This design comes from an exercise in tuning for small area, a short achievable clock period and few clock cycles per item on the open sky130 flow, not from production work. At most, simulation tests tie the RTL to the original design; equivalence was not proved. For runs 2 to 4, only the layout was checked, not whether the RTL still works. Power is estimated from default activity; no workload was simulated.

## flow/config.mk

```make
export PLATFORM = sky130hd
export DESIGN_NAME = mproc
export DESIGN_NICKNAME = mproc
export VERILOG_FILES = /design/flow/design.v
export SDC_FILE = /design/flow/constraint.sdc
export NUM_CORES = 4
export LEC_CHECK = 0
export CAP_MARGIN = 20
export CORE_MARGIN = 2
export CORE_UTILIZATION = 40
export SLEW_MARGIN = 20
```

## flow/constraint.sdc

```tcl
create_clock -name core_clock -period 12.0 [get_ports {clk}]
set_input_delay 2.4000 -clock core_clock [delete_from_list [all_inputs] [get_ports {clk}]]
set_output_delay 2.4000 -clock core_clock [all_outputs]
set_load 0.01 [all_outputs]
```

## flow/design.v

```verilog
module mproc (input wire clk, reset, input wire [15:0] ins, output wire [15:0] addr,
  output wire halted, wb_en, output wire [2:0] wb_addr, output wire [15:0] wb_data);
  reg [15:0] pc;
  reg        ir_v;      
  reg        ir_h;      
  reg [10:0] ir;
  wire is_alu = ins[15:11] == 5'd0;
  always @(posedge clk) begin
    if (reset) begin
      pc   <= 16'd0;
      ir_v <= 1'b0;
      ir_h <= 1'b0;
    end else if (!ir_h) begin
      pc   <= pc + 16'd1;
      ir_v <= is_alu;
      ir_h <= !is_alu;
    end
    if (!ir_h) ir <= ins[10:0];
  end
  wire [1:0] op = ir[10:9];
  wire [2:0] d  = ir[8:6];
  wire [2:0] b  = ir[5:3];
  wire [2:0] a  = ir[2:0];
  reg [15:0] rf [0:7];
  wire [15:0] va = rf[a];
  wire [15:0] vb = rf[b];
  reg  [15:0] res;
  always @(*) begin
    case (op)
      2'b00: res = va + vb;
      2'b01: res = va - vb;
      2'b10: res = va & vb;
      default: res = va | vb;
    endcase
  end
  wire [15:0] wd0 = res | {16{reset}};
  wire [15:0] wdx = res & ~{16{reset}};
  integer i;
  always @(posedge clk) begin
    if (reset | (ir_v & d == 3'd0)) rf[0] <= wd0;
    for (i = 1; i < 8; i = i + 1)
      if (reset | (ir_v & d == i)) rf[i] <= wdx;
  end
  reg        wb_en_r, halted_r;
  reg [2:0]  wb_addr_r;
  reg [15:0] wb_data_r;
  always @(posedge clk) begin
    wb_en_r   <= ir_v & !reset;
    halted_r  <= ir_h & !reset;
    wb_addr_r <= d;
    wb_data_r <= res;
  end
  assign addr    = pc;
  assign halted  = halted_r;
  assign wb_en   = wb_en_r;
  assign wb_addr = wb_addr_r;
  assign wb_data = wb_data_r;
endmodule
```

## flow/run.sh

```bash
#!/bin/bash
# synth_recipe.tcl (not shown) runs the flow's synth.tcl, then flattens the netlist and writes it again
# the make line also repeats each setting of config.mk as NAME=value (left out here)
make -C /OpenROAD-flow-scripts/flow DESIGN_CONFIG=/design/flow/config.mk WORK_HOME=/design/flow/orfs CLKGATE_MAP_FILE= SYNTH_SCRIPT=/design/flow/synth_recipe.tcl finish
```

==> results of run 1 <==
==> synth_stat cells, types with 9 or more instances <==
master	count
sky130_fd_sc_hd__a21oi_1	47
sky130_fd_sc_hd__nand2_1	49
sky130_fd_sc_hd__and3_1	9
sky130_fd_sc_hd__nor2_1	72
sky130_fd_sc_hd__mux2i_1	41
sky130_fd_sc_hd__or2_2	9
sky130_fd_sc_hd__xor2_1	15
sky130_fd_sc_hd__nor3_1	10
sky130_fd_sc_hd__ha_1	20
sky130_fd_sc_hd__edfxtp_1	139
sky130_fd_sc_hd__xnor2_1	19
sky130_fd_sc_hd__o21ai_0	33
sky130_fd_sc_hd__inv_1	40
sky130_fd_sc_hd__nor2b_1	27
sky130_fd_sc_hd__clkbuf_1	23
sky130_fd_sc_hd__dfxtp_1	39
sky130_fd_sc_hd__buf_2	13
sky130_fd_sc_hd__a22o_1	10
sky130_fd_sc_hd__o21a_1	9
sky130_fd_sc_hd__o22ai_1	21
sky130_fd_sc_hd__a221oi_1	10
sky130_fd_sc_hd__nand3_1	16
sky130_fd_sc_hd__nand2b_1	15
==> power groups by stage <==
stage	Combinational (mW)	Sequential [mW]	Clock, mW
4_1_cts	0.514	0.842	0.569
6_report	0.517	0.843	0.565
3_5_place_dp	0.511	0.854	0
5_1_grt	0.566	0.853	0.595
3_3_place_gp	0.511	0.857	0
2_1_floorplan	0.331	0.848	0
==> sequential cells by signal, summed over array words and instances, names as in the netlist <==
name and flops:
pc 16, ir_v 1, halted_r 1, wb_addr_r 3
rf 128, wb_data_r 16, wb_en_r 1, ir 11
ir_h 1
==> cells by family after synthesis <==
| logic type | count (synthesis) |
|---|---|
| simple gates | 238 |
| flops | 178 |
| fa+ha+maj | 29 |
| buf+inv | 89 |
| xor+xnor | 34 |
| mux | 60 |
| compound gates | 210 |
==> per-stage QoR <==
stage               setup slack, ns  utilization (%)
finish                        6.425            46.14
global route                  6.108            46.14
CTS                           6.576            46.14
detailed placement            6.602            43.52
global placement              6.694            43.52
floorplan                     7.791                -
==> worst min path at each step <==
| stage | from | to | slack (ns) | cells after the start |
|---|---|---|---|---|
| finish | ir[8] | wb_addr_r[2] | 0.49 | 0 |
| global route | ir[8] | wb_addr_r[2] | 0.55 | 0 |
| CTS | ir[8] | wb_addr_r[2] | 0.49 | 0 |
| detailed placement | ir[8] | wb_addr_r[2] | 0.47 | 0 |
| global placement | ir[8] | wb_addr_r[2] | 0.47 | 0 |
| floorplan | ir[8] | wb_addr_r[2] | 0.43 | 0 |
==> worst max-delay path: cells and delay by family (launching register included) <==
kind	cells	cell delay [ns]
flip-flops	1	0.72
adder cells (fa/ha/maj)	2	0.68
AO/OA/AOI/OAI	7	1.75
AND/OR/NAND/NOR	4	1.49
buffers and inverters	2	0.63
==> layer usage <==
metal	vias to the layer above	part of all wire (%)	GRT usage [%]
li1	3189	-	-
met1	3336	43	28.87
met2	291	47	34.31
met3	52	7.0	4.405
met4	0	3.2	9.567
met5	-	0	0
==> cell type report <==
type | instances | area, um^2
clock buffer | 18 | 450.4
timing repair buffer | 63 | 603.1
fill | 2169 | 12530
inverter | 41 | 153.9
multi-input combinational | 571 | 4014
sequential | 178 | 4955
tap | 319 | 399.1
clock inverter | 14 | 157.7
==> qor.tcl, run 1 <==
set qor(syn_avg_cell_area_um2) 11.20
set qor(globalplace.congestion) 0.9082
set qor(worst_skew_pair.late_latency_ns) 0.45
set qor(crit-reg2reg-launch) {ir[2]}
set qor(timing.final.crit_period_ns) 5.575
set qor(cts_resized) 0
set qor(grtUsageTotal_pct) 21.69
set qor(antenna_found_initial) 0
set qor(count_of_state_elements_after_synthesis) 178
set qor(grt_pass1_vias) 6730
set qor(design.die.area_um2) 24710
set qor(sequentialPowerShare_pct) 43.8
set qor(grt_start_max_net_pins) 61
set qor(setup_total_negative_slack_ns) 0
set qor(post_synthesis_mux_area_share_pct) 7.678
set qor(timing_worst_slew_pin_value_ns) 1.050
set qor(cp-end-kind) {flip-flop}
set qor(final_area_um2) 10730
set qor(hold_path_class) {reg -> reg}
set qor(timing.critical_path.slowest_cell_delay_ns) 0.72
set qor(share_comb_of_total_power_pct) 26.8
set qor(timing.critical_path.required_ns) 12.16
set qor(top_area_cell_type_share_of_the_netlist_area_pct) 44.47
set qor(power_density_nw_per_um2) 179.3
set qor(drtAntennaViolNets) 0
set qor(ys_seq_area_share_pct) 52.79
set qor(crit_chain) {buf_4 -> inv_1 -> nand2_1 -> o32ai_1 -> ha_1 -> fa_1 -> nor2b_1 -> o21ai_0 -> a21boi_1 -> o21a_1 -> o21ai_1 -> a21oi_1 -> nor3_1 -> or4_1 -> a31oi_1}
set qor(report.power.total_mw) 1.924
set qor(firstDrtPassIters) 5
set qor(leading_cell_type_in_the_layout_fill_and_taps_excluded) {sky130_fd_sc_hd__edfxtp_1}
set qor(timing.final.crit_share_pct) 46.45
set qor(cts.htree.levels) 4
set qor(relative_slew_slack_pct) 30.01
set qor(finalSetupViolCount) 0
set qor(syn_area_um2) 9387
set qor(grt_pass1_wl_um) 39630
set qor(netlist_instances) 838
set qor(place_area_um2) 10120
set qor(synth_compound_gate_area_share_pct) 15.49
set qor(swShare_pct) 32.32
set qor(post_cts_setup_repair_buffer_count) 0
set qor(clk_path_buf_depth) 2
set qor(synth_fa_ha_area_share_pct) 3.759
set qor(synth.yosys.warnings) 2
set qor(finalHoldViolCount) 0
set qor(core.rowCount) 56
set qor(clockRootBuffer) {sky130_fd_sc_hd__clkbuf_16}
set qor(run_status) {no timing/DRC/antenna violations}
set qor(synth-simple-area-share_pct) 12.66
set qor(post_synth_edffs) 139
set qor(drive_gt1_share_pct) 9.492
set qor(stdcell_count) 1204
set qor(regToRegEndpoint) {rf[6][14]}
set qor(yosys.cell_types.count) 79
set qor(p_leak_nw) 4.001
set qor(async_flop_share_pct) 0
set qor(die_y_um) 157.2
set qor(floorplan.initialDensity_pct) 40.35
set qor(p_int_mw) 1.303
set qor(setup_repair_after_global_routing_missed_its_margin) {false}
set qor(most_area_consuming_cells_after_synthesis) {sky130_fd_sc_hd__edfxtp_1, sky130_fd_sc_hd__dfxtp_1, sky130_fd_sc_hd__mux2i_1, sky130_fd_sc_hd__nor2_1, sky130_fd_sc_hd__ha_1}
set qor(drc_errors) 0
set qor(routed_wire_length_per_instance_um) 21.50
set qor(grt.overflow.total) 0
set qor(main_flop_type_after_synthesis) {sky130_fd_sc_hd__edfxtp_1}
set qor(rr_worst_depth) 15
set qor(io_pins) 55
set qor(clock-skew-final_ns) 0.01758
set qor(route.vias.total) 6868
set qor(crit_fanout) 16
set qor(vdd.ir_drop.worst_uv) 79.68
set qor(drtIter0Drc) 561
set qor(antennaDiodeCount) 0
set qor(synth_top_family_by_area) {compound AO/OA/AOI/OAI gates}
set qor(syn_nets) 877
set qor(cap_viol_max_count) 0
set qor(io_buffers) 54
set qor(fmax_mhz) 179.4
set qor(clock_transition_at_the_registers_of_the_reported_paths_ns) 0.07
set qor(final_nets) 911
set qor(tritoncts.num_buffers) 17
set qor(timing_worst_setup_path_type) {reg -> reg}
set qor(finalMaxSlewViolations) 0
set qor(start_kind) {flip-flop}
set qor(core-area_um2) 23260
set qor(cts_sinks) 178
set qor(power.net_switching_mw) 0.6219
set qor(area.growth.synth_to_final_pct) 14.34
set qor(mostFrequentLayoutCells) {sky130_fd_sc_hd__edfxtp_1, sky130_fd_sc_hd__nor2_1, sky130_fd_sc_hd__clkdlybuf4s50_1, sky130_fd_sc_hd__nand2_1, sky130_fd_sc_hd__a21oi_1}
set qor(route.detailed.vias_per_inst) 5.704
set qor(cts_hold_repair.buffers) 0
set qor(dieWidth_um) 157.2
set qor(cp.arrival_ns) 5.73
set qor(part_of_the_total_power_dissipated_in_the_clock_network_pct) 29.4
set qor(synth_xor_xnor_area_share_pct) 3.172
set qor(whs_ns) 0.4926
set qor(timing.critical_path.slowest_stage_cell) {sky130_fd_sc_hd__edfxtp_1}
set qor(placed_cells) 1172
set qor(rrSetupSlack_ns) 6.43
set qor(setup.worst_path.end) {rf[6][14]}
set qor(detailed_route_wire_length_um) 25880
set qor(synth_area_leader) {sky130_fd_sc_hd__edfxtp_1}
set qor(hpwl_um) 17540
set qor(critPathLaunch) {ir[2]}
set qor(clock_tree_from_tritoncts) {yes}
Testbench counts, summed over its fixed seeds: cycles 29,394, instrs 28,434.
==> run 2: changes to the inputs <==
==> flow/design.v (replaced) <==
module mproc (input wire clk, reset, input wire [15:0] ins, output wire [15:0] addr,
  output wire halted, wb_en, output wire [2:0] wb_addr, output wire [15:0] wb_data);
  reg [15:0] rf [0:7];
  reg [15:0] pc;
  reg        x_v;       
  reg        x_h;       
  reg [1:0]  x_op;
  reg [2:0]  x_d;
  reg [15:0] x_a, x_b;  
  reg        x_fa, x_fb;  
  wire       is_alu = ins[15:11] == 5'd0;
  wire [2:0] f_a = ins[2:0];
  wire [2:0] f_b = ins[5:3];
  always @(posedge clk) begin
    if (reset) begin
      pc  <= 16'd0;
      x_v <= 1'b0;
      x_h <= 1'b0;
    end else if (!x_h) begin
      pc  <= pc + 16'd1;
      x_v <= is_alu;
      x_h <= !is_alu;
    end
    x_op <= ins[10:9];
    x_d  <= ins[8:6];
    x_a  <= rf[f_a];
    x_b  <= rf[f_b];
    x_fa <= x_v & (f_a == x_d);
    x_fb <= x_v & (f_b == x_d);
  end
  reg  [15:0] wb_data_r;
  wire [15:0] va = x_fa ? wb_data_r : x_a;
  wire [15:0] vb = x_fb ? wb_data_r : x_b;
  reg  [15:0] res;
  always @(*) begin
    case (x_op)
      2'b00: res = va + vb;
      2'b01: res = va - vb;
      2'b10: res = va & vb;
      default: res = va | vb;
    endcase
  end
  wire [15:0] wd0 = res | {16{reset}};
  wire [15:0] wdx = res & ~{16{reset}};
  integer i;
  always @(posedge clk) begin
    if (reset | (x_v & x_d == 3'd0)) rf[0] <= wd0;
    for (i = 1; i < 8; i = i + 1)
      if (reset | (x_v & x_d == i)) rf[i] <= wdx;
  end
  reg        wb_en_r, halted_r;
  reg [2:0]  wb_addr_r;
  always @(posedge clk) begin
    wb_en_r   <= x_v & !reset;
    halted_r  <= x_h & !reset;
    wb_addr_r <= x_d;
    wb_data_r <= res;
  end
  assign addr    = pc;
  assign halted  = halted_r;
  assign wb_en   = wb_en_r;
  assign wb_addr = wb_addr_r;
  assign wb_data = wb_data_r;
endmodule
--- a/flow/config.mk
+++ b/flow/config.mk
@@ -7,2 +7,3 @@
 export LEC_CHECK = 0
+export ABC_AREA = 1
 export CAP_MARGIN = 20
==> run 2 against run 1 <==
  * Power is 14% higher
  * Non-clock buffer count is 2 higher
  * Setup slack better by 0.85 ns
  * First-iteration DRC count is 71% higher
  * Clock skew is 0.0037 ns higher
  * Maximum frequency is 18% higher
  * Via count is 16% higher
  * Combinational power is 9.7% higher
  * Still clean on timing, DRC and antenna
==> qor.tcl, run 2 <==
set qor(relative_slew_slack_pct) 32.64 ;# +2.6 points
set qor(ys_seq_area_share_pct) 53.83 ;# +1.0 points
set qor(grt.overflow.total) 0 ;# unchanged
set qor(max_flop_register) {rf}
set qor(setup_repair_after_global_routing_missed_its_margin) {false}
set qor(antenna_found_initial) 1 ;# +1
set qor(drive_gt1_share_pct) 6.136 ;# -3.4 points
set qor(finalMaxSlewViolations) 0 ;# unchanged
set qor(top_area_cell_type_share_of_the_netlist_area_pct) 38.28 ;# -6.2 points
set qor(timing.critical_path.required_ns) 12.41 ;# +0.25 ns
set qor(syn_avg_cell_area_um2) 8.855 ;# -21%
set qor(timing.final.crit_share_pct) 39.33 ;# -7.1 points
set qor(core.rowCount) 57 ;# +1.8%
set qor(io_pins) 55 ;# unchanged
set qor(core-area_um2) 24460 ;# +5.2%
set qor(count_of_state_elements_after_synthesis) 206 ;# +16%
set qor(cts_hold_repair.buffers) 0 ;# unchanged
set qor(drc_errors) 0 ;# unchanged
set qor(globalplace.congestion) 0.8854 ;# -2.5%
set qor(cap_viol_max_count) 0 ;# unchanged
set qor(area.growth.synth_to_final_pct) 15.75
set qor(start_kind) {primary input}
set qor(firstDrtPassIters) 5 ;# unchanged
set qor(clockRootBuffer) {sky130_fd_sc_hd__clkbuf_16}
set qor(netlist_instances) 1134 ;# +35%
set qor(post_synth_edffs) 128 ;# -7.9%
set qor(async_flop_share_pct) 0 ;# unchanged
set qor(clk_path_buf_depth) 3 ;# +1
set qor(design.die.area_um2) 26390 ;# +6.8%
set qor(synthTopCellsByCount) {sky130_fd_sc_hd__inv_1, sky130_fd_sc_hd__nand2_1, sky130_fd_sc_hd__edfxtp_1}
set qor(clock_transition_at_the_registers_of_the_reported_paths_ns) 0.06 ;# about the same
set qor(finalHoldViolCount) 0 ;# unchanged
set qor(antennaDiodeCount) 0 ;# unchanged
set qor(final_nets) 1227 ;# +35%
set qor(timing.final.crit_period_ns) 4.720 ;# -0.8549 ns
set qor(final_area_um2) 11620 ;# +8.3%
set qor(floorplan.initialDensity_pct) 41.05 ;# +0.70 points
set qor(setup_total_negative_slack_ns) 0 ;# unchanged
set qor(finalSetupViolCount) 0 ;# unchanged
set qor(detailed_route_wire_length_um) 26960 ;# +4.2%
set qor(cts_sinks) 206 ;# +16%
set qor(timing_worst_slew_pin_value_ns) 1.007 ;# -0.04317 ns
set qor(routed_wire_length_per_instance_um) 17.62 ;# -18%
set qor(clock-skew-final_ns) 0.02124 ;# +0.003662 ns
set qor(mostFrequentLayoutCells) {sky130_fd_sc_hd__inv_1, sky130_fd_sc_hd__nand2_1, sky130_fd_sc_hd__edfxtp_1, sky130_fd_sc_hd__o22ai_1, sky130_fd_sc_hd__nor2_1}
set qor(place_area_um2) 10890 ;# +7.5%
set qor(yosysMostFrequentCell) {sky130_fd_sc_hd__inv_1}
set qor(route.detailed.vias_per_inst) 5.229 ;# -8.3%
set qor(post_cts_setup_repair_buffer_count) 0 ;# unchanged
set qor(cp-end-kind) {flip-flop}
set qor(cp.arrival_ns) 5.13 ;# -0.60 ns
set qor(tritoncts.num_buffers) 23 ;# +6
set qor(die_y_um) 162.4 ;# +3.3%
set qor(syn_nets) 1172 ;# +34%
set qor(syn_area_um2) 10040 ;# +7.0%
set qor(synth.yosys.warnings) 2 ;# unchanged
set qor(main_flop_type_after_synthesis) {sky130_fd_sc_hd__edfxtp_1}
set qor(crit_fanout) 16 ;# unchanged
set qor(cts.htree.levels) 1 ;# -3
set qor(synth_area_leader) {sky130_fd_sc_hd__edfxtp_1}
set qor(yosys.cell_types.count) 46 ;# -42%
set qor(grt_pass1_vias) 7453 ;# +11%
set qor(grtUsageTotal_pct) 20.38 ;# -1.3 points
set qor(dieWidth_um) 162.4 ;# +3.3%
set qor(worst_skew_pair.late_latency_ns) 0.52 ;# +0.07 ns
set qor(vdd.ir_drop.worst_uv) 96.25 ;# +21%
set qor(cts_resized) 0 ;# unchanged
set qor(hold_path_class) {reg -> reg}
set qor(run_status) {no timing/DRC/antenna violations}
set qor(drtAntennaViolNets) 0 ;# unchanged
set qor(power_density_nw_per_um2) 188.5 ;# +5.1%
set qor(drtIter0Drc) 959 ;# +71%
set qor(largest_reg_flops) 128 ;# unchanged
set qor(route.vias.total) 8000 ;# +16%
set qor(number_of_filler_instances_in_the_final_layout) 2332 ;# +7.5%
set qor(most_area_consuming_cells_after_synthesis) {sky130_fd_sc_hd__edfxtp_1, sky130_fd_sc_hd__dfxtp_1, sky130_fd_sc_hd__inv_1, sky130_fd_sc_hd__nand2_1, sky130_fd_sc_hd__o22ai_1}
set qor(grt_pass1_wl_um) 41730 ;# +5.3%
set qor(clock_tree_from_tritoncts) {yes}
set qor(timing_worst_setup_path_type) {in -> reg}
set qor(hpwl_um) 19550 ;# +11%
set qor(p_leak_nw) 4.901 ;# +22%
set qor(io_buffers) 54 ;# unchanged
set qor(leading_cell_type_in_the_layout_fill_and_taps_excluded) {sky130_fd_sc_hd__inv_1}
set qor(fmax_mhz) 211.9 ;# +18%
set qor(grt_start_max_net_pins) 33 ;# -46%
run 2: cell types whose count changed after synthesis, sizes merged, moves of 19 or more:
cell | before | now
o211ai | 4 | 38
o21ai | 37 | 69
o22ai | 21 | 97
nand2 | 49 | 180
dfxtp | 39 | 78
nor2b | 28 | 0
inv | 41 | 232
mux2i | 42 | 0
nand3 | 16 | 38
nor2 | 73 | 93
xnor2 | 19 | 0
run 2: kinds of logic (layout without fill, tap and decap cells):
logic type / after synthesis / count (layout) / share of synthesized area (%)
adders and majority gates: 20 / 20 / 2.567
xor gates and xnor gates: 15 / 15 / 1.308
buffers and inverters: 268 / 340 / 10.60
DFF: 206 / 206 / 53.83
and+or+nand+nor: 340 / 340 / 14.62
AOI/OAI and AO/OA: 285 / 285 / 17.08
run 2: per-stage QoR:
| step | worst slack, ns | utilization, % | total power, mW | std cells | hold slack (ns) |
|---|---|---|---|---|---|
| final | 7.280 | 47.52 | 2.190 | 1530 | 0.4183 |
| after global routing | 7.066 | 47.52 | 2.312 | 1530 | 0.4415 |
| after CTS | 7.400 | 47.52 | 2.202 | 1530 | 0.4231 |
| after detailed placement | 6.864 | 44.51 | 1.519 | 1488 | 0.4179 |
| after global placement | 7.027 | 44.51 | 1.509 | 1488 | 0.4216 |
| after floorplan | 8.048 | - | 1.311 | 1134 | 0.3731 |
run 2: worst paths after layout:
path,start,to,slack (ns),cells past startpoint
worst max-delay path,ins[1],x_a[14],7.28,4
worst min-delay path,x_d[2],wb_addr_r[2],0.42,0
worst max register to register,x_fb,rf[7][13],7.50,21
worst min register to register,x_d[2],wb_addr_r[2],0.42,0
run 2: layout make-up:
type                    instances  area [um^2]  share of cell area, %
clock buffers                  34        646.9                  5.565
clock inverters                 8        88.84                 0.7643
inverters                     233        882.1                  7.589
multi-input cells             660         3572                  30.73
flip-flops and latches        206         5405                  46.50
well taps                     324        405.4                  3.488
repair buffers                 65        623.1                  5.361
run 2: critical path, cell delays in order:
cell and delay, ns:
sky130_fd_sc_hd__clkdlybuf4s50_1 0.69, sky130_fd_sc_hd__nor2_1 0.90, sky130_fd_sc_hd__nand2_1 0.72, sky130_fd_sc_hd__o211ai_1 0.41
run 2: power breakdown:
| group | total [mW] | internal, mW | switching (mW) |
|---|---|---|---|
| registers | 0.945 | 0.899 | 0.0458 |
| logic | 0.567 | 0.193 | 0.374 |
| clock network | 0.679 | 0.399 | 0.280 |
run 2: per-layer routing:
metal,global-route usage (%),wire (um),up-vias
met3,4.125,2255,34
met2,31.03,11660,289
met5,0,13,-
li1,-,-,3968
met4,4.747,481,2
met1,29.96,12550,3707
==> run 3: changes to the inputs <==
==> flow/design.v (replaced) <==
module alu_add16 (input wire [15:0] a, b, input wire cin,
  output wire [15:0] sum, g, p);
  assign g = a & b;
  assign p = a ^ b;
  wire [15:0] g0 = {g[15:1], g[0] | (p[0] & cin)};
  wire [15:0] p0 = p;
  wire [15:0] g1, p1, g2, p2, g3, p3, g4, p4;
  genvar i;
  generate
    for (i = 0; i < 16; i = i + 1) begin : pre
      if (i % 2 == 1) begin
        assign g1[i] = g0[i] | (p0[i] & g0[i-1]);
        assign p1[i] = p0[i] & p0[i-1];
      end else begin
        assign g1[i] = g0[i];
        assign p1[i] = p0[i];
      end
      if (i % 4 >= 2) begin
        assign g2[i] = g1[i] | (p1[i] & g1[(i/4)*4+1]);
        assign p2[i] = p1[i] & p1[(i/4)*4+1];
      end else begin
        assign g2[i] = g1[i];
        assign p2[i] = p1[i];
      end
      if (i % 8 >= 4) begin
        assign g3[i] = g2[i] | (p2[i] & g2[(i/8)*8+3]);
        assign p3[i] = p2[i] & p2[(i/8)*8+3];
      end else begin
        assign g3[i] = g2[i];
        assign p3[i] = p2[i];
      end
      if (i % 16 >= 8) begin
        assign g4[i] = g3[i] | (p3[i] & g3[7]);
        assign p4[i] = p3[i] & p3[7];
      end else begin
        assign g4[i] = g3[i];
        assign p4[i] = p3[i];
      end
    end
  endgenerate
  assign sum = p ^ {g4[14:0], cin};
endmodule
module mproc (input wire clk, reset, input wire [15:0] ins, output wire [15:0] addr,
  output wire halted, wb_en, output wire [2:0] wb_addr, output wire [15:0] wb_data);
  reg [15:0] rf [0:7];
  reg [15:0] pc;
  reg        x_v;       
  reg        x_h;       
  reg        x_sub;     
  reg        x_log;     
  reg        x_or;      
  reg [2:0]  x_d;
  reg [15:0] x_a, x_b;  
  reg        x_fa, x_fb;  
  reg        x_ka, x_kb;  
  reg        x_ia, x_ib;  
  reg        rf_reset;    
  wire       is_alu = ins[15:11] == 5'd0;
  wire [2:0] f_a = ins[2:0];
  wire [2:0] f_b = ins[5:3];
  always @(posedge clk) begin
    if (reset) begin
      pc  <= 16'd0;
      x_v <= 1'b0;
      x_h <= 1'b0;
    end else if (!x_h) begin
      pc  <= pc + 16'd1;
      x_v <= is_alu;
      x_h <= !is_alu;
    end
    x_sub <= ins[10:9] == 2'b01;
    x_log <= ins[10];
    x_or  <= ins[9];
    x_d   <= ins[8:6];
    x_a   <= rf[f_a];
    x_b   <= rf[f_b];
    x_fa  <= x_v & (f_a == x_d);
    x_fb  <= x_v & (f_b == x_d);
    x_ka  <= !rf_reset & !(x_v & (f_a == x_d));
    x_kb  <= !rf_reset & !(x_v & (f_b == x_d));
    x_ia  <= rf_reset & (f_a == 3'd0);
    x_ib  <= rf_reset & (f_b == 3'd0);
    rf_reset <= reset;
  end
  reg  [15:0] wb_data_r;
  wire [15:0] va = ({16{x_fa}} & wb_data_r) | ({16{x_ka}} & x_a) | {16{x_ia}};
  wire [15:0] vb = (({16{x_fb}} & wb_data_r) | ({16{x_kb}} & x_b) | {16{x_ib}}) ^ {16{x_sub}};
  wire [15:0] sum, g, p;
  alu_add16 add (va, vb, x_sub, sum, g, p);
  wire [15:0] res = x_log ? (x_or ? (g | p) : g) : sum;
  wire [15:0] wd0 = res | {16{rf_reset}};
  wire [15:0] wdx = res & ~{16{rf_reset}};
  integer i;
  always @(posedge clk) begin
    if (rf_reset | (x_v & x_d == 3'd0)) rf[0] <= wd0;
    for (i = 1; i < 8; i = i + 1)
      if (rf_reset | (x_v & x_d == i)) rf[i] <= wdx;
  end
  reg        wb_en_r, halted_r;
  reg [2:0]  wb_addr_r;
  always @(posedge clk) begin
    wb_en_r   <= x_v & !reset;
    halted_r  <= x_h & !reset;
    wb_addr_r <= x_d;
    wb_data_r <= res;
  end
  assign addr    = pc;
  assign halted  = halted_r;
  assign wb_en   = wb_en_r;
  assign wb_addr = wb_addr_r;
  assign wb_data = wb_data_r;
endmodule
==> flow/flow/run.sh (new file) <==
#!/bin/bash
# The standard layout, with timing repair aiming past the design's period:
# repair_timing works until the setup slack is at least SETUP_SLACK_MARGIN.
set -euo pipefail
bash standard.sh SETUP_SLACK_MARGIN=9.0 finish > standard_flow.log 2>&1
==> flow/standard.sh (new file) <==
#!/bin/bash
# synth_recipe.tcl (not shown) runs the flow's synth.tcl, then flattens the netlist and writes it again
# the make line also repeats each setting of config.mk as NAME=value (left out here)
make -C /OpenROAD-flow-scripts/flow DESIGN_CONFIG=/design/flow/config.mk WORK_HOME=/design/flow/orfs CLKGATE_MAP_FILE= SYNTH_SCRIPT=/design/flow/synth_recipe.tcl "${@:-finish}"
removed: flow/run.sh
==> run 3 against run 2 <==
  * Sequential cell count up 6
  * Setup slack better by 1.3 ns
  * Non-clock buffer count increased by 96
  * Die area rose by 0.61%
  * Core utilization rose by 6.9 points
  * Global-route usage grew 1.2 points
  * Routed wire length rose by 13%
  * Synthesized cell count shrank 4.3%
  * Combinational power shrank 21%
  * Clock power rose by about 10%
==> qor.tcl, run 3 <==
set qor(run_status) {no timing/DRC/antenna violations}
set qor(cts.htree.levels) 1 ;# unchanged
set qor(crit_buf_inv) 1 ;# unchanged
set qor(antennaDiodeCount) 0 ;# unchanged
set qor(yosysMostFrequentCell) {sky130_fd_sc_hd__inv_1}
set qor(die_y_um) 162.9 ;# +0.30%
set qor(worst_skew_pair.late_latency_ns) 0.53 ;# about the same
set qor(globalplace.congestion) 0.8372 ;# -5.4%
set qor(part_of_the_total_power_dissipated_in_the_clock_network_pct) 35.4 ;# +4.4 points
set qor(drc_errors) 0 ;# unchanged
set qor(cap_viol_max_count) 0 ;# unchanged
set qor(final.setup.worst_slack_ns) 8.600 ;# +1.320 ns
set qor(most_area_consuming_cells_after_synthesis) {sky130_fd_sc_hd__edfxtp_1, sky130_fd_sc_hd__dfxtp_1, sky130_fd_sc_hd__inv_1, sky130_fd_sc_hd__o22ai_1, sky130_fd_sc_hd__nand2_1}
set qor(cpLargestDelayFamily) {flip-flops}
set qor(timing.critical_path.required_ns) 9.60 ;# -2.81 ns
set qor(clock_transition_at_the_registers_of_the_reported_paths_ns) 0.06 ;# about the same
set qor(main_flop_type_after_synthesis) {sky130_fd_sc_hd__edfxtp_1}
set qor(routed_wire_length_per_instance_um) 19.27 ;# +9.4%
set qor(syn_avg_cell_area_um2) 9.313 ;# +5.2%
set qor(worstHoldEndpoint) {wb_addr_r[0]}
set qor(grt.overflow.total) 0 ;# unchanged
set qor(timing.final.crit_period_ns) 3.400 ;# -1.320 ns
set qor(swShare_pct) 28.43 ;# -3.5 points
set qor(clock_tree_from_tritoncts) {yes}
set qor(leading_cell_type_in_the_layout_fill_and_taps_excluded) {sky130_fd_sc_hd__inv_1}
set qor(finalHoldViolCount) 0 ;# unchanged
set qor(cp.arrival_ns) 1.00 ;# -4.13 ns
set qor(hold_path_startpoint) {x_d[0]}
set qor(floorplan.initialDensity_pct) 40.48 ;# -0.57 points
set qor(report.power.total_mw) 2.114 ;# -3.5%
set qor(crit_fanout) 2 ;# -14
set qor(clk_path_buf_depth) 3 ;# unchanged
set qor(design.die.area_um2) 26550 ;# +0.61%
set qor(cp-end-kind) {primary output}
set qor(setup_total_negative_slack_ns) 0 ;# unchanged
set qor(drtAntennaViolNets) 0 ;# unchanged
set qor(largest_reg_flops) 128 ;# unchanged
set qor(timing_worst_slew_pin_value_ns) 1.059 ;# +0.05280 ns
set qor(stdcell_count) 1584 ;# +3.5%
set qor(p_leak_nw) 5.798 ;# +18%
set qor(tritoncts.num_buffers) 24 ;# +4.3%
set qor(p_int_mw) 1.513 ;# +1.4%
set qor(vdd.ir_drop.worst_uv) 99.64 ;# +3.5%
set qor(finalMaxSlewViolations) 0 ;# unchanged
set qor(mostFrequentLayoutCells) {sky130_fd_sc_hd__inv_1, sky130_fd_sc_hd__edfxtp_1, sky130_fd_sc_hd__nand2_1, sky130_fd_sc_hd__o22ai_1, sky130_fd_sc_hd__buf_4}
set qor(firstDrtPassIters) 5 ;# unchanged
set qor(grt_pass1_wl_um) 43950 ;# +5.3%
set qor(count_of_state_elements_after_synthesis) 212 ;# +2.9%
set qor(area.growth.synth_to_final_pct) 34.46
set qor(io_buffers) 54 ;# unchanged
set qor(timing.critical_path.slowest_stage_cell) {sky130_fd_sc_hd__dfxtp_4}
set qor(setup_repair_after_global_routing_missed_its_margin) {true}
set qor(grt_pass1_vias) 7991 ;# +7.2%
set qor(power.net_switching_mw) 0.6010 ;# -14%
set qor(antenna_found_initial) 0 ;# -1
set qor(synthTopCellsByCount) {sky130_fd_sc_hd__inv_1, sky130_fd_sc_hd__nand2_1, sky130_fd_sc_hd__edfxtp_1}
set qor(grtUsageTotal_pct) 21.61 ;# +1.2 points
set qor(detailed_route_wire_length_um) 30520 ;# +13%
set qor(synth_area_leader) {sky130_fd_sc_hd__edfxtp_1}
set qor(dp_slack_ns) 7.429 ;# +0.5647 ns
set qor(grt_start_max_net_pins) 33 ;# unchanged
set qor(hpwl_um) 17870 ;# -8.6%
set qor(ys_seq_area_share_pct) 54.68 ;# +0.86 points
set qor(dieWidth_um) 162.9 ;# +0.30%
set qor(hold_path_class) {reg -> reg}
set qor(route.vias.total) 8383 ;# +4.8%
set qor(number_of_filler_instances_in_the_final_layout) 2178 ;# -6.6%
set qor(whs_ns) 0.3876 ;# -0.03069 ns
set qor(core.rowCount) 58 ;# +1.8%
set qor(crit_chain) {buf_6}
set qor(drtIter0Drc) 683 ;# -29%
set qor(async_flop_share_pct) 0 ;# unchanged
set qor(route.detailed.vias_per_inst) 5.292 ;# +1.2%
set qor(clockRootBuffer) {sky130_fd_sc_hd__clkbuf_16}
set qor(regToRegEndpoint) {rf[0][9]}
set qor(syn_nets) 1140 ;# -2.7%
set qor(cts_sinks) 212 ;# +2.9%
set qor(io_pins) 55 ;# unchanged
set qor(power_density_nw_per_um2) 155.6 ;# -17%
set qor(placed_cells) 1438 ;# -3.4%
set qor(top_area_cell_type_share_of_the_netlist_area_pct) 38.04 ;# -0.24 points
set qor(timing.critical_path.slowest_cell_delay_ns) 0.36 ;# -0.54 ns
set qor(timing.final.crit_share_pct) 28.33 ;# -11 points
set qor(clock-skew-final_ns) 0.03008 ;# +0.008836 ns
set qor(post_synth_edffs) 128 ;# unchanged
set qor(worstHoldPathCells) 0 ;# unchanged
set qor(crit-reg2reg-launch) {wb_data_r[5]}
set qor(rr_worst_depth) 17 ;# -19%
set qor(drive_gt1_share_pct) 27.75 ;# +22 points
set qor(finalSetupViolCount) 0 ;# unchanged
set qor(cts_hold_repair.buffers) 0 ;# unchanged
set qor(max_flop_register) {rf}
set qor(start_kind) {flip-flop}
set qor(netlist_instances) 1085 ;# -4.3%
set qor(share_comb_of_total_power_pct) 21.3 ;# -4.6 points
set qor(sequentialPowerShare_pct) 43.4 ;# +0.3 points
set qor(yosys.cell_types.count) 36 ;# -22%
set qor(rrSetupSlack_ns) 9.01 ;# +1.51 ns
set qor(synth.yosys.warnings) 2 ;# unchanged
set qor(timing_worst_setup_path_type) {reg -> out}
set qor(syn_area_um2) 10100 ;# +0.62%
set qor(fmax_mhz) 294.2 ;# +39%
set qor(final_nets) 1291 ;# +5.2%
set qor(relative_slew_slack_pct) 29.29 ;# -3.4 points
set qor(core-area_um2) 24960 ;# +2.1%
-- run 3: per-layer routing --
| metal | track usage, % | routed length (um) | vias up | part of all wire (%) |
|---|---|---|---|---|
| met5 | 0 | 0 | - | 0 |
| met4 | 9.091 | 1093 | 0 | 3.6 |
| met3 | 3.591 | 2060 | 91 | 6.8 |
| met2 | 36.38 | 14800 | 320 | 49 |
| met1 | 27.60 | 12560 | 3980 | 41 |
| li1 | - | - | 3992 | - |
-- run 3: kinds of logic after synthesis --
family	count (synthesis)	synth area share (%)
buffers and inverters	273	10.95
and+or+nand+nor	314	14.00
xor gates and xnor gates	21	1.820
adders and majority gates	37	4.879
DFF	212	54.68
AOI/OAI and AO/OA	228	13.67
-- run 3: timing repair --
action                     CTS  global route
cloned                       3             2
resized for setup          322            88
setup endpoints to repair  196           169
buffers inserted            60            37
pin swaps                   15            37
-- run 3: area by class of cell --
cell class                      count  area (um^2)  area share [%]
Multi-Input combinational cell    605         4174           30.72
Tap cell                          330        412.9           3.039
Clock buffer                       30        643.1           4.733
Clock inverter                     14        173.9           1.280
Inverter                          232        902.1           6.640
Timing Repair Buffer              161         1695           12.48
Sequential cell                   212         5585           41.11
-- run 3: worst max path at each step --
stage | to | start | cells after the start | slack (ns)
final | wb_data[15] | wb_data_r[15] | 1 | 8.60
after global placement | x_b[6] | ins[3] | 6 | 7.44
after CTS | wb_data[1] | wb_data_r[1] | 1 | 8.58
after floorplan | x_b[10] | ins[3] | 7 | 8.73
after global routing | wb_data[15] | wb_data_r[15] | 1 | 8.57
after detailed placement | x_b[6] | ins[3] | 6 | 7.43
-- run 3: power groups by stage --
stage                     combinational (mW)  clock (mW)  sequential (mW)
after floorplan                        0.211           0            0.919
after global placement                 0.318           0            0.929
after detailed placement               0.323           0            0.930
after CTS                              0.387       0.758            0.915
after global routing                   0.491       0.787            0.924
final                                  0.449       0.747            0.917
-- run 3: stage by stage --
stage | util (%) | instance area (um^2)
3_5_place_dp | 44.09 | 11010
4_1_cts | 51.21 | 12780
5_1_grt | 54.43 | 13590
6_report | 54.43 | 13590
2_1_floorplan | - | 10290
3_3_place_gp | 44.09 | 11010
==> run 4: changes to the inputs <==
--- a/flow/flow/run.sh
+++ b/flow/flow/run.sh
@@ -4,2 +4,2 @@
 set -euo pipefail
-bash standard.sh SETUP_SLACK_MARGIN=9.0 finish > standard_flow.log 2>&1
+bash standard.sh SETUP_SLACK_MARGIN=8.5 finish > standard_flow.log 2>&1
==> run 4 against run 3 <==
  * Design area decreased by 13%
  * Highest routed layer unchanged
  * Combinational power fell by 28%
  * Clock power is 14% lower
  * Register-to-register slack worse by 0.31 ns
  * Power fell by 11%
  * Critical path depth grew 5
  * Maximum frequency fell by 2.8%
  * Critical path type is now in -> reg
  * Largest power group unchanged
  * Still clean
  * Clock skew down 0.011 ns
  * Via count decreased by 7.5%
==> qor.tcl, run 4 <==
set qor(clockRootBuffer) {sky130_fd_sc_hd__clkbuf_16}
set qor(main_flop_type_after_synthesis) {sky130_fd_sc_hd__edfxtp_1}
set qor(grt.overflow.total) 0 ;# unchanged
set qor(mostFrequentLayoutCells) {sky130_fd_sc_hd__inv_1, sky130_fd_sc_hd__nand2_1, sky130_fd_sc_hd__edfxtp_1, sky130_fd_sc_hd__o22ai_1, sky130_fd_sc_hd__nor2_1}
set qor(crit_fanout) 16 ;# +14
set qor(route.detailed.vias_per_inst) 5.158 ;# -2.5%
set qor(timing_worst_slew_pin_value_ns) 0.7909 ;# -0.2686 ns
set qor(firstDrtPassIters) 5 ;# unchanged
set qor(syn_nets) 1140 ;# unchanged
set qor(synth_top_family_by_area) {simple AND/OR/NAND/NOR gates}
set qor(power.net_switching_mw) 0.5229 ;# -13%
set qor(drc_errors) 0 ;# unchanged
set qor(crit-reg2reg-launch) {wb_data_r[5]}
set qor(dieWidth_um) 162.9 ;# unchanged
set qor(syn_area_um2) 10100 ;# unchanged
set qor(clock-skew-final_ns) 0.01885 ;# -0.01122 ns
set qor(top_area_cell_type_share_of_the_netlist_area_pct) 38.04 ;# unchanged
set qor(globalplace.congestion) 0.8473 ;# +1.2%
set qor(hold_path_class) {reg -> reg}
set qor(timing.final.crit_period_ns) 3.497 ;# +0.09721 ns
set qor(cts_sinks) 212 ;# unchanged
set qor(grt_start_max_net_pins) 33 ;# unchanged
set qor(drtAntennaViolNets) 0 ;# unchanged
set qor(critPathLaunch) {ins[3]}
set qor(routed_wire_length_per_instance_um) 17.60 ;# -8.6%
set qor(swShare_pct) 27.77 ;# -0.66 points
set qor(timing.final.crit_share_pct) 29.14 ;# +0.81 points
set qor(synthTopCellsByCount) {sky130_fd_sc_hd__inv_1, sky130_fd_sc_hd__nand2_1, sky130_fd_sc_hd__edfxtp_1}
set qor(sequentialPowerShare_pct) 48.6 ;# +5.2 points
set qor(final_nets) 1211 ;# -6.2%
set qor(multi_input_comb_area_um2) 3598 ;# -14%
set qor(cts_hold_repair.buffers) 0 ;# unchanged
set qor(start_kind) {primary input}
set qor(clock_tree_from_tritoncts) {yes}
set qor(final_core_utilization_pct) 47.52 ;# -6.9 points
set qor(io_buffers) 54 ;# unchanged
set qor(synth_xor_xnor_area_share_pct) 1.820 ;# unchanged
set qor(cp.arrival_ns) 3.87 ;# +2.87 ns
set qor(timing_worst_setup_path_type) {in -> reg}
set qor(drive_gt1_share_pct) 14.32 ;# -13 points
set qor(finalMaxSlewViolations) 0 ;# unchanged
set qor(netlist_instances) 1085 ;# unchanged
set qor(antenna_found_initial) 0 ;# unchanged
set qor(p_int_mw) 1.360 ;# -10%
set qor(largest_reg_flops) 128 ;# unchanged
set qor(grt_pass1_wl_um) 40880 ;# -7.0%
set qor(hold_path_startpoint) {x_d[0]}
set qor(part_of_the_total_power_dissipated_in_the_clock_network_pct) 34.2 ;# -1.2 points
set qor(core.rowCount) 58 ;# unchanged
set qor(post_synthesis_mux_area_share_pct) 0 ;# unchanged
set qor(fmax_mhz) 286.0 ;# -2.8%
set qor(number_of_filler_instances_in_the_final_layout) 2386 ;# +9.6%
set qor(synth-simple-area-share_pct) 14.00 ;# unchanged
set qor(synth_compound_gate_area_share_pct) 13.67 ;# unchanged
set qor(worst_skew_pair.late_latency_ns) 0.51 ;# -0.02 ns
set qor(cp-end-kind) {flip-flop}
set qor(post_synth_edffs) 128 ;# unchanged
set qor(ys_seq_area_share_pct) 54.68 ;# unchanged
set qor(timing.critical_path.required_ns) 12.38 ;# +2.78 ns
set qor(antennaDiodeCount) 0 ;# unchanged
set qor(leading_cell_type_in_the_layout_fill_and_taps_excluded) {sky130_fd_sc_hd__inv_1}
set qor(vdd.ir_drop.worst_uv) 97.05 ;# -2.6%
set qor(final-seq-area_um2) 5580 ;# about the same
set qor(clock_transition_at_the_registers_of_the_reported_paths_ns) 0.06 ;# about the same
set qor(count_of_state_elements_after_synthesis) 212 ;# unchanged
set qor(synth_fa_ha_area_share_pct) 4.879 ;# unchanged
set qor(async_flop_share_pct) 0 ;# unchanged
set qor(grt_pass1_vias) 7341 ;# -8.1%
set qor(setup_repair_after_global_routing_missed_its_margin) {true}
set qor(clk_path_buf_depth) 3 ;# unchanged
set qor(finalSetupViolCount) 0 ;# unchanged
set qor(syn_avg_cell_area_um2) 9.313 ;# unchanged
set qor(synth_area_leader) {sky130_fd_sc_hd__edfxtp_1}
set qor(grtUsageTotal_pct) 19.85 ;# -1.8 points
set qor(synth.yosys.warnings) 2 ;# unchanged
set qor(run_status) {no timing/DRC/antenna violations}
set qor(hpwl_um) 17710 ;# -0.90%
set qor(share_comb_of_total_power_pct) 17.1 ;# -4.2 points
set qor(tritoncts.num_buffers) 23 ;# -4.2%
set qor(io_pins) 55 ;# unchanged
set qor(cap_viol_max_count) 0 ;# unchanged
set qor(route.vias.total) 7753 ;# -7.5%
set qor(most_area_consuming_cells_after_synthesis) {sky130_fd_sc_hd__edfxtp_1, sky130_fd_sc_hd__dfxtp_1, sky130_fd_sc_hd__inv_1, sky130_fd_sc_hd__o22ai_1, sky130_fd_sc_hd__nand2_1}
set qor(drtIter0Drc) 645 ;# -5.6%
set qor(relative_slew_slack_pct) 47.22 ;# +18 points
set qor(finalHoldViolCount) 0 ;# unchanged
set qor(die_y_um) 162.9 ;# unchanged
set qor(cts.htree.levels) 1 ;# unchanged
set qor(setup_total_negative_slack_ns) 0 ;# unchanged
set qor(floorplan.initialDensity_pct) 40.48 ;# unchanged
set qor(detailed_route_wire_length_um) 26460 ;# -13%
set qor(yosysMostFrequentCell) {sky130_fd_sc_hd__inv_1}
set qor(max_flop_register) {rf}
set qor(core-area_um2) 24960 ;# unchanged
set qor(design.die.area_um2) 26550 ;# unchanged
set qor(area.growth.synth_to_final_pct) 17.41
set qor(p_leak_nw) 5.102 ;# -12%
set qor(power_density_nw_per_um2) 158.7 ;# +2.0%
set qor(yosys.cell_types.count) 36 ;# unchanged
[run 4: worst paths after layout]
kind | to | slack [ns] | cells past startpoint
max | x_b[1] | 8.50 | 6
min | wb_addr_r[0] | 0.41 | 0
max reg2reg | rf[1][9] | 8.70 | 17
min reg2reg | wb_addr_r[0] | 0.41 | 0
[run 4: area by class of cell]
class / instances / share of cell area, %
Clock inverter: 11 / 0.4535
Sequential cell: 212 / 47.04
Clock buffer: 31 / 5.358
Multi-Input combinational cell: 600 / 30.33
Inverter: 232 / 7.393
Tap cell: 330 / 3.480
Timing Repair Buffer: 87 / 5.948
[run 4: metrics by stage]
stage	cell area [um^2]	instances	hold WS [ns]	total power [mW]	worst slack, ns
after floorplan	10100	1085	0.3640	1.121	8.582
after global placement	10910	1439	0.3970	1.236	7.384
after detailed placement	10910	1439	0.3979	1.242	7.305
after CTS	11770	1487	0.4060	1.886	8.427
after global routing	11860	1503	0.4222	1.975	8.459
final	11860	1503	0.4104	1.883	8.503
[run 4: timing repair]
action / CTS / global route
setup buffers: 6 / 16
setup endpoints to repair: 92 / 87
gates resized for setup: 177 / 32
[run 4: kinds of logic (layout without fill, tap and decap cells)]
kind of cell	count (synthesis)	after routing
simple gates	314	314
compound gates	228	228
xor+xnor	21	21
buf+inv	273	361
fa+ha+maj	37	37
flops	212	212
[run 4: worst max-delay path, stage by stage]
cell and delay, ns:
sky130_fd_sc_hd__clkdlybuf4s18_2 0.38, sky130_fd_sc_hd__inv_1 0.18, sky130_fd_sc_hd__nand3_4 0.25, sky130_fd_sc_hd__o22ai_1 0.11
sky130_fd_sc_hd__nor4_1 0.40, sky130_fd_sc_hd__o21ai_0 0.15
[run 4: power by group through the flow]
stage	clock [mW]	combinational (mW)	sequential, mW
2_1_floorplan	0	0.202	0.918
3_3_place_gp	0	0.307	0.929
3_5_place_dp	0	0.313	0.930
4_1_cts	0.657	0.312	0.917
5_1_grt	0.690	0.362	0.923
6_report	0.645	0.323	0.915
[run 4: per-layer routing]
metal	wire, um	share of wire [%]	GRT usage (%)	vias up
li1	-	-	-	3818
met4	653	2.5	5.752	0
met2	12700	48	34.01	286
met5	0	0	0	-
met1	11290	43	26.34	3586
met3	1819	6.9	2.597	63
==> run 5: changes to the inputs <==
--- a/flow/design.v
+++ b/flow/design.v
@@ -52,10 +52,6 @@
   reg [2:0]  x_d;
-  reg [15:0] x_a, x_b;  
-  reg        x_fa, x_fb;  
-  reg        x_ka, x_kb;  
-  reg        x_ia, x_ib;  
-  reg        rf_reset;    
+  reg [7:0]  x_sa, x_sb;  
+  reg        rf_reset;  
   wire       is_alu = ins[15:11] == 5'd0;
-  wire [2:0] f_a = ins[2:0];
-  wire [2:0] f_b = ins[5:3];
+  integer i;
   always @(posedge clk) begin
@@ -74,15 +70,18 @@
     x_d   <= ins[8:6];
-    x_a   <= rf[f_a];
-    x_b   <= rf[f_b];
-    x_fa  <= x_v & (f_a == x_d);
-    x_fb  <= x_v & (f_b == x_d);
-    x_ka  <= !rf_reset & !(x_v & (f_a == x_d));
-    x_kb  <= !rf_reset & !(x_v & (f_b == x_d));
-    x_ia  <= rf_reset & (f_a == 3'd0);
-    x_ib  <= rf_reset & (f_b == 3'd0);
+    for (i = 0; i < 8; i = i + 1) begin
+      x_sa[i] <= ins[2:0] == i;
+      x_sb[i] <= ins[5:3] == i;
+    end
     rf_reset <= reset;
   end
-  reg  [15:0] wb_data_r;
-  wire [15:0] va = ({16{x_fa}} & wb_data_r) | ({16{x_ka}} & x_a) | {16{x_ia}};
-  wire [15:0] vb = (({16{x_fb}} & wb_data_r) | ({16{x_kb}} & x_b) | {16{x_ib}}) ^ {16{x_sub}};
+  reg [15:0] va, vb0;
+  always @(*) begin
+    va  = 16'd0;
+    vb0 = 16'd0;
+    for (i = 0; i < 8; i = i + 1) begin
+      va  = va  | ({16{x_sa[i]}} & rf[i]);
+      vb0 = vb0 | ({16{x_sb[i]}} & rf[i]);
+    end
+  end
+  wire [15:0] vb = vb0 ^ {16{x_sub}};
   wire [15:0] sum, g, p;
@@ -92,3 +91,2 @@
   wire [15:0] wdx = res & ~{16{rf_reset}};
-  integer i;
   always @(posedge clk) begin
@@ -100,2 +98,3 @@
   reg [2:0]  wb_addr_r;
+  reg [15:0] wb_data_r;
   always @(posedge clk) begin
==> run 5 against run 4 <==
  * Still clean on timing, DRC and antenna
  * Synthesized cell count decreased by 11%
  * Setup slack improved by 0.024 ns
  * Global-route usage increased by 1.6 points
  * First-iteration DRC count increased by 12%
==> qor.tcl, run 5 <==
set qor(run_status) {no timing/DRC/antenna violations}
set qor(main_flop_type_after_synthesis) {sky130_fd_sc_hd__edfxtp_1}
set qor(rrSetupSlack_ns) 8.65 ;# -0.05 ns
set qor(start_kind) {flip-flop}
set qor(final.setup.worst_slack_ns) 8.527 ;# +0.02392 ns
set qor(clockRootBuffer) {sky130_fd_sc_hd__clkbuf_16}
set qor(most_area_consuming_cells_after_synthesis) {sky130_fd_sc_hd__edfxtp_1, sky130_fd_sc_hd__dfxtp_1, sky130_fd_sc_hd__nand2_1, sky130_fd_sc_hd__inv_1, sky130_fd_sc_hd__ha_1}
set qor(area.growth.synth_to_final_pct) 18.79
set qor(grt_pass1_wl_um) 38740 ;# -5.2%
set qor(worst_skew_pair.late_latency_ns) 0.44 ;# -0.07 ns
set qor(worstHoldEndpoint) {wb_addr_r[2]}
set qor(final_area_um2) 10900 ;# -8.1%
set qor(globalplace.congestion) 0.8297 ;# -2.1%
set qor(p_leak_nw) 4.646 ;# -8.9%
set qor(async_flop_share_pct) 0 ;# unchanged
set qor(timing.final.crit_period_ns) 3.473 ;# -0.02392 ns
set qor(grt_pass1_vias) 6706 ;# -8.7%
set qor(crit_buf_inv) 1 ;# -1
set qor(route.vias.total) 7093 ;# -8.5%
set qor(relative_slew_slack_pct) 43.57 ;# -3.7 points
set qor(clock_tree_from_tritoncts) {yes}
set qor(rr_worst_depth) 17 ;# unchanged
set qor(final_core_utilization_pct) 48.30 ;# +0.77 points
set qor(crit-reg2reg-launch) {x_sa[7]}
set qor(mostFrequentLayoutCells) {sky130_fd_sc_hd__nand2_1, sky130_fd_sc_hd__edfxtp_1, sky130_fd_sc_hd__inv_1, sky130_fd_sc_hd__o21ai_0, sky130_fd_sc_hd__a21oi_1}
set qor(tritoncts.num_buffers) 17 ;# -26%
set qor(antenna_found_initial) 0 ;# unchanged
set qor(design.die.area_um2) 24170 ;# -9.0%
set qor(final-seq-area_um2) 5155 ;# -7.6%
set qor(synth.yosys.warnings) 2 ;# unchanged
set qor(final_nets) 1081 ;# -11%
set qor(drtIter0Drc) 725 ;# +12%
set qor(syn_avg_cell_area_um2) 9.481 ;# +1.8%
set qor(setup_repair_after_global_routing_missed_its_margin) {true}
set qor(cap_viol_max_count) 0 ;# unchanged
set qor(count_of_state_elements_after_synthesis) 190 ;# -10%
set qor(routed_wire_length_per_instance_um) 19.18 ;# +8.9%
set qor(floorplan.initialDensity_pct) 40.66 ;# +0.18 points
set qor(route.detailed.vias_per_inst) 5.357 ;# +3.9%
set qor(finalSetupViolCount) 0 ;# unchanged
set qor(hold_path_class) {reg -> reg}
set qor(fmax_mhz) 288.0 ;# +0.69%
set qor(largest_reg_flops) 128 ;# unchanged
set qor(power_density_nw_per_um2) 168.6 ;# +6.2%
set qor(cts.htree.levels) 4 ;# +3
set qor(synth_area_leader) {sky130_fd_sc_hd__edfxtp_1}
set qor(grtUsageTotal_pct) 21.48 ;# +1.6 points
set qor(clk_path_buf_depth) 2 ;# -1
set qor(clock-skew-final_ns) 0.01042 ;# -0.008435 ns
set qor(finalMaxSlewViolations) 0 ;# unchanged
set qor(antennaDiodeCount) 0 ;# unchanged
set qor(firstDrtPassIters) 5 ;# unchanged
set qor(max_flop_register) {rf}
set qor(dieWidth_um) 155.5 ;# -4.6%
set qor(timing.critical_path.slowest_stage_cell) {sky130_fd_sc_hd__dfxtp_2}
set qor(crit_chain) {clkdlybuf4s15_2}
set qor(cp-end-kind) {primary output}
set qor(yosysMostFrequentCell) {sky130_fd_sc_hd__nand2_1}
set qor(hpwl_um) 16120 ;# -9.0%
set qor(top_area_cell_type_share_of_the_netlist_area_pct) 41.88 ;# +3.8 points
set qor(netlist_instances) 968 ;# -11%
set qor(vdd.ir_drop.worst_uv) 83.22 ;# -14%
set qor(leading_cell_type_in_the_layout_fill_and_taps_excluded) {sky130_fd_sc_hd__nand2_1}
set qor(post_synth_edffs) 128 ;# unchanged
set qor(syn_nets) 1023 ;# -10%
set qor(drc_errors) 0 ;# unchanged
set qor(detailed_route_wire_length_um) 25390 ;# -4.0%
set qor(timing_worst_slew_pin_value_ns) 0.8454 ;# +0.05448 ns
set qor(regToRegEndpoint) {rf[4][8]}
set qor(dp_slack_ns) 7.892 ;# +0.5869 ns
set qor(die_y_um) 155.5 ;# -4.6%
set qor(syn_area_um2) 9178 ;# -9.2%
set qor(timing.critical_path.slowest_cell_delay_ns) 0.39 ;# about the same
set qor(cts_sinks) 190 ;# -10%
set qor(grt.overflow.total) 0 ;# unchanged
set qor(core-area_um2) 22570 ;# -9.6%
set qor(setup_total_negative_slack_ns) 0 ;# unchanged
set qor(yosys.cell_types.count) 40 ;# +11%
set qor(worstHoldPathCells) 0 ;# unchanged
set qor(drive_gt1_share_pct) 14.44 ;# +0.11 points
set qor(io_buffers) 54 ;# unchanged
set qor(clock_transition_at_the_registers_of_the_reported_paths_ns) 0.08 ;# +0.02 ns
set qor(number_of_filler_instances_in_the_final_layout) 2083 ;# -13%
set qor(cpLargestDelayFamily) {flip-flops}
set qor(grt_start_max_net_pins) 33 ;# unchanged
set qor(finalHoldViolCount) 0 ;# unchanged
set qor(place_area_um2) 9992 ;# -8.4%
set qor(ys_seq_area_share_pct) 55.41 ;# +0.73 points
set qor(synthTopCellsByCount) {sky130_fd_sc_hd__nand2_1, sky130_fd_sc_hd__edfxtp_1, sky130_fd_sc_hd__inv_1}
set qor(core.rowCount) 55 ;# -5.2%
set qor(largestRegisters) {rf: 128 flops, pc: 16 flops, wb_data_r: 16 flops}
set qor(timing.critical_path.required_ns) 9.60 ;# -2.78 ns
set qor(timing_worst_setup_path_type) {reg -> out}
set qor(timing.final.crit_share_pct) 28.94 ;# -0.20 points
set qor(crit_fanout) 4 ;# -12
set qor(drtAntennaViolNets) 0 ;# unchanged
set qor(io_pins) 55 ;# unchanged
set qor(cp.arrival_ns) 1.07 ;# -2.80 ns
set qor(hold_path_startpoint) {x_d[2]}
set qor(multi_input_comb_area_um2) 3608 ;# +0.28%
[run 5: changes by cell type after synthesis, sizes merged, moves of 24 or more]
cell	previous run	this run
o22ai	96	0
nand2	137	271
nor2	80	39
nand3	56	30
inv	232	119
a221oi	2	26
[run 5: metrics by stage]
step                      power [mW]  cells  hold slack (ns)
after floorplan                1.093    968           0.3443
after global placement         1.234   1275           0.3683
after detailed placement       1.239   1275           0.3697
after CTS                      1.824   1307           0.3807
after global routing           1.928   1324           0.3937
final                          1.838   1324           0.3759
[run 5: cell families (layout without fill, tap and decap cells)]
| kind of cell | Yosys count | after routing | share of synthesized area [%] |
|---|---|---|---|
| buffers and inverters | 162 | 233 | 7.103 |
| adders and majority gates | 37 | 37 | 5.372 |
| and+or+nand+nor | 400 | 400 | 19.01 |
| xor gates and xnor gates | 23 | 23 | 2.195 |
| DFF | 190 | 190 | 55.41 |
| AOI/OAI and AO/OA | 156 | 156 | 10.92 |
[run 5: cell type report]
cell class	count	area share, %
clock buffers	22	4.843
clock inverters	10	0.9296
inverters	119	4.143
multi-input cells	616	33.10
flip-flops and latches	190	47.29
well taps	285	3.271
repair buffers	82	6.427
[run 5: per-layer routing]
| layer | global-route usage [%] | wire length (um) | up-vias | part of all wire [%] |
|---|---|---|---|---|
| li1 | - | - | 3399 | - |
| met1 | 28.64 | 11090 | 3341 | 44 |
| met2 | 35.31 | 11890 | 314 | 47 |
| met3 | 4.345 | 1972 | 39 | 7.8 |
| met4 | 6.772 | 441 | 0 | 1.7 |
| met5 | 0 | 0 | - | 0 |
[run 5: power by group]
part	switching (mW)	internal, mW	total, mW
clock	0.275	0.324	0.599
combinational	0.237	0.139	0.376
sequential	0.0544	0.808	0.863
total	0.566	1.27	1.84
[run 5: worst max-delay path by stage]
stage	start	end	slack, ns	depth (start not counted)
floorplan	x_sb[6]	rf[1][9]	8.78	18
global placement	x_sub	rf[4][9]	7.95	15
detailed placement	x_sub	rf[6][9]	7.89	15
CTS	pc[8]	addr[8]	8.50	1
global route	x_sa[7]	rf[3][8]	8.40	17
finish	pc[0]	addr[0]	8.53	1
[run 5: timing repair]
| item | 4_1_cts | 5_1_grt |
|---|---|---|
| hold buffers | 0 | 0 |
| resized for setup | 86 | 52 |
| buffers inserted | 0 | 17 |
| setup endpoints to repair | 139 | 117 |
| pin swaps | 0 | 5 |
| endpoints found under the hold margin | 0 | 0 |
Testbench counts of run 5, summed over its fixed seeds: cycles 29,394, instrs 28,434.
==> run 6: changes to the inputs <==
--- a/flow/flow/run.sh
+++ b/flow/flow/run.sh
@@ -4,2 +4,2 @@
 set -euo pipefail
-bash standard.sh SETUP_SLACK_MARGIN=8.5 finish > standard_flow.log 2>&1
+bash standard.sh SETUP_SLACK_MARGIN=9.0 finish > standard_flow.log 2>&1
==> run 6 against run 5 <==
  * Combinational power is 53% higher
  * Non-clock buffer count grew 103
  * Clock power fell by 2%
  * Synthesized area stayed put
  * Via count increased by 8.6%
  * Register-to-register slack improved by 0.21 ns
  * Sequential power up 0.7%
  * First-iteration DRC count up 5.8%
  * Setup slack gained 0.17 ns
  * Core utilization grew 7.4 points
  * Critical endpoint is now addr[10]
  * Highest routed layer unchanged
==> qor.tcl, run 6 <==
set qor(run_status) {no timing/DRC/antenna violations}
set qor(vdd.ir_drop.worst_uv) 94.41 ;# +13%
set qor(number_of_filler_instances_in_the_final_layout) 1891 ;# -9.2%
set qor(synth.yosys.warnings) 2 ;# unchanged
set qor(met2_layer_wire_length_in_the_routed_design_um) 13260 ;# +11%
set qor(drtAntennaViolNets) 0 ;# unchanged
set qor(drc_errors) 0 ;# unchanged
set qor(syn_avg_cell_area_um2) 9.481 ;# unchanged
set qor(largestRegisters) {rf: 128 flops, pc: 16 flops, wb_data_r: 16 flops}
set qor(syn_area_um2) 9178 ;# unchanged
set qor(area.growth.synth_to_final_pct) 36.92
set qor(stdcell_count) 1427 ;# +7.8%
set qor(timing.critical_path.slowest_stage_cell) {sky130_fd_sc_hd__dfxtp_4}
set qor(worstHoldPathCells) 0 ;# unchanged
set qor(report.power.total_mw) 2.028 ;# +10%
set qor(globalplace.congestion) 0.8194 ;# -1.2%
set qor(async_flop_share_pct) 0 ;# unchanged
set qor(leading_cell_type_in_the_layout_fill_and_taps_excluded) {sky130_fd_sc_hd__nand2_1}
set qor(clockRootBuffer) {sky130_fd_sc_hd__clkbuf_16}
set qor(cts_sinks) 190 ;# unchanged
set qor(whs_ns) 0.3721 ;# -0.003781 ns
set qor(timing_worst_slew_pin_value_ns) 1.093 ;# +0.2472 ns
set qor(design.die.area_um2) 24170 ;# unchanged
set qor(placed_cells) 1272 ;# -0.24%
set qor(routed_wire_length_per_instance_um) 19.33 ;# +0.78%
set qor(part_of_the_total_power_dissipated_in_the_clock_network_pct) 28.8 ;# -3.8 points
set qor(timing.final.crit_share_pct) 27.55 ;# -1.4 points
set qor(core.rowCount) 55 ;# unchanged
set qor(crit_buf_inv) 1 ;# unchanged
set qor(worst_skew_pair.late_latency_ns) 0.44 ;# about the same
set qor(swShare_pct) 32.21 ;# +1.4 points
set qor(synth_area_leader) {sky130_fd_sc_hd__edfxtp_1}
set qor(main_flop_type_after_synthesis) {sky130_fd_sc_hd__edfxtp_1}
set qor(finalMaxSlewViolations) 0 ;# unchanged
set qor(p_leak_nw) 5.374 ;# +16%
set qor(start_kind) {flip-flop}
set qor(drtIter0Drc) 767 ;# +5.8%
set qor(syn_nets) 1023 ;# unchanged
set qor(grt.overflow.total) 0 ;# unchanged
set qor(fmax_mhz) 302.4 ;# +5.0%
set qor(dp_slack_ns) 7.951 ;# +0.05941 ns
set qor(drive_gt1_share_pct) 35.55 ;# +21 points
set qor(clk_path_buf_depth) 2 ;# unchanged
set qor(largest_reg_flops) 128 ;# unchanged
set qor(antenna_found_initial) 0 ;# unchanged
set qor(sequentialPowerShare_pct) 42.8 ;# -4.2 points
set qor(hpwl_um) 15920 ;# -1.2%
set qor(share_comb_of_total_power_pct) 28.3 ;# +7.8 points
set qor(final.setup.worst_slack_ns) 8.693 ;# +0.1662 ns
set qor(dieWidth_um) 155.5 ;# unchanged
set qor(setup_repair_after_global_routing_missed_its_margin) {true}
set qor(cp.arrival_ns) 0.91 ;# -0.16 ns
set qor(p_int_mw) 1.375 ;# +8.1%
set qor(cts.htree.levels) 4 ;# unchanged
set qor(io_buffers) 54 ;# unchanged
set qor(cpLargestDelayFamily) {flip-flops}
set qor(relative_slew_slack_pct) 27.15 ;# -16 points
set qor(yosysMostFrequentCell) {sky130_fd_sc_hd__nand2_1}
set qor(mostFrequentLayoutCells) {sky130_fd_sc_hd__nand2_1, sky130_fd_sc_hd__edfxtp_1, sky130_fd_sc_hd__buf_4, sky130_fd_sc_hd__inv_1, sky130_fd_sc_hd__buf_6}
set qor(synthTopCellsByCount) {sky130_fd_sc_hd__nand2_1, sky130_fd_sc_hd__edfxtp_1, sky130_fd_sc_hd__inv_1}
set qor(post_route_met1_wirelength_um) 11440 ;# +3.2%
set qor(grt_pass1_vias) 7085 ;# +5.7%
set qor(grt_start_max_net_pins) 33 ;# unchanged
set qor(final_nets) 1184 ;# +9.5%
set qor(die_y_um) 155.5 ;# unchanged
set qor(finalHoldViolCount) 0 ;# unchanged
set qor(io_pins) 55 ;# unchanged
set qor(setup_total_negative_slack_ns) 0 ;# unchanged
set qor(top_area_cell_type_share_of_the_netlist_area_pct) 41.88 ;# unchanged
set qor(rr_worst_depth) 17 ;# unchanged
set qor(antennaDiodeCount) 0 ;# unchanged
set qor(cap_viol_max_count) 0 ;# unchanged
set qor(ys_seq_area_share_pct) 55.41 ;# unchanged
set qor(core-area_um2) 22570 ;# unchanged
set qor(timing.final.crit_period_ns) 3.307 ;# -0.1662 ns
set qor(route.top_layer_used) {met4}
set qor(max_flop_register) {rf}
set qor(cp-end-kind) {primary output}
set qor(clock_tree_from_tritoncts) {yes}
set qor(grt_pass1_wl_um) 40050 ;# +3.4%
set qor(netlist_instances) 968 ;# unchanged
set qor(floorplan.initialDensity_pct) 40.66 ;# unchanged
set qor(timing.critical_path.slowest_cell_delay_ns) 0.36 ;# -0.03 ns
set qor(path_depth) 1 ;# unchanged
set qor(crit_fanout) 4 ;# unchanged
set qor(met3_wirelength_um) 1980 ;# +0.41%
set qor(clock_transition_at_the_registers_of_the_reported_paths_ns) 0.07 ;# about the same
set qor(detailed_route_wire_length_um) 27580 ;# +8.6%
set qor(power.net_switching_mw) 0.6532 ;# +15%
set qor(power_density_nw_per_um2) 161.4 ;# -4.3%
set qor(crit_chain) {buf_6}
set qor(yosys.cell_types.count) 40 ;# unchanged
set qor(route.detailed.vias_per_inst) 5.398 ;# +0.76%
set qor(post_synth_edffs) 128 ;# unchanged
set qor(clock-skew-final_ns) 0.01141 ;# +0.0009869 ns
set qor(finalSetupViolCount) 0 ;# unchanged
set qor(hold_path_class) {reg -> reg}
set qor(timing_worst_setup_path_type) {reg -> out}
set qor(cts_hold_repair.buffers) 0 ;# unchanged
set qor(timing.critical_path.required_ns) 9.60 ;# about the same
set qor(route.vias.total) 7703 ;# +8.6%
set qor(rrSetupSlack_ns) 8.86 ;# +0.21 ns
set qor(most_area_consuming_cells_after_synthesis) {sky130_fd_sc_hd__edfxtp_1, sky130_fd_sc_hd__dfxtp_1, sky130_fd_sc_hd__nand2_1, sky130_fd_sc_hd__inv_1, sky130_fd_sc_hd__ha_1}
set qor(tritoncts.num_buffers) 17 ;# unchanged
set qor(firstDrtPassIters) 8 ;# +3
set qor(count_of_state_elements_after_synthesis) 190 ;# unchanged
set qor(grtUsageTotal_pct) 21.98 ;# +0.50 points
run 6: routing by layer:
layer	vias up	GRT usage, %
met5	-	0
met4	0	8.912
met3	69	4.290
met2	374	35.80
met1	3653	28.88
li1	3607	-
run 6: power groups by stage:
stage | combinational, mW | clock, mW | sequential (mW)
after global routing | 0.624 | 0.618 | 0.877
after detailed placement | 0.365 | 0 | 0.881
after global placement | 0.359 | 0 | 0.882
after CTS | 0.439 | 0.592 | 0.863
after floorplan | 0.236 | 0 | 0.863
final | 0.574 | 0.585 | 0.869
run 6: cell type report:
| type | count | area (um^2) | area share (%) |
|---|---|---|---|
| Sequential cell | 190 | 5194 | 41.33 |
| Multi-Input combinational cell | 616 | 4348 | 34.60 |
| Timing Repair Buffer | 185 | 1604 | 12.77 |
| Inverter | 119 | 462.9 | 3.684 |
| Clock buffer | 17 | 425.4 | 3.385 |
| Tap cell | 285 | 356.6 | 2.838 |
| Clock inverter | 15 | 175.2 | 1.394 |
run 6: cell families after synthesis:
kind of cell | Yosys count | synth area share, %
AND/OR/NAND/NOR | 400 | 19.01
adder cells (fa/ha/maj) | 37 | 5.372
AO/OA/AOI/OAI | 156 | 10.92
buffers and inverters | 162 | 7.103
XOR/XNOR | 23 | 2.195
flip-flops | 190 | 55.41
run 6: stage by stage:
stage	util, %	cell area, um^2
global placement	44.29	9997
detailed placement	44.32	10000
floorplan	-	9233
CTS	51.32	11580
global route	55.67	12570
finish	55.67	12570
run 6: final timing paths:
kind	from	endpoint
max	pc[10]	addr[10]
min	x_d[2]	wb_addr_r[2]
max reg2reg	x_sb[5]	rf[4][8]
min reg2reg	x_d[2]	wb_addr_r[2]
run 6: repair_timing:
| action | in CTS | in global routing |
|---|---|---|
| pin swaps | 30 | 60 |
| gates resized for setup | 300 | 146 |
| endpoints found under the setup margin | 183 | 163 |
| setup buffers | 77 | 46 |
| cloned | 0 | 0 |
| endpoints found under the hold margin | 0 | 0 |
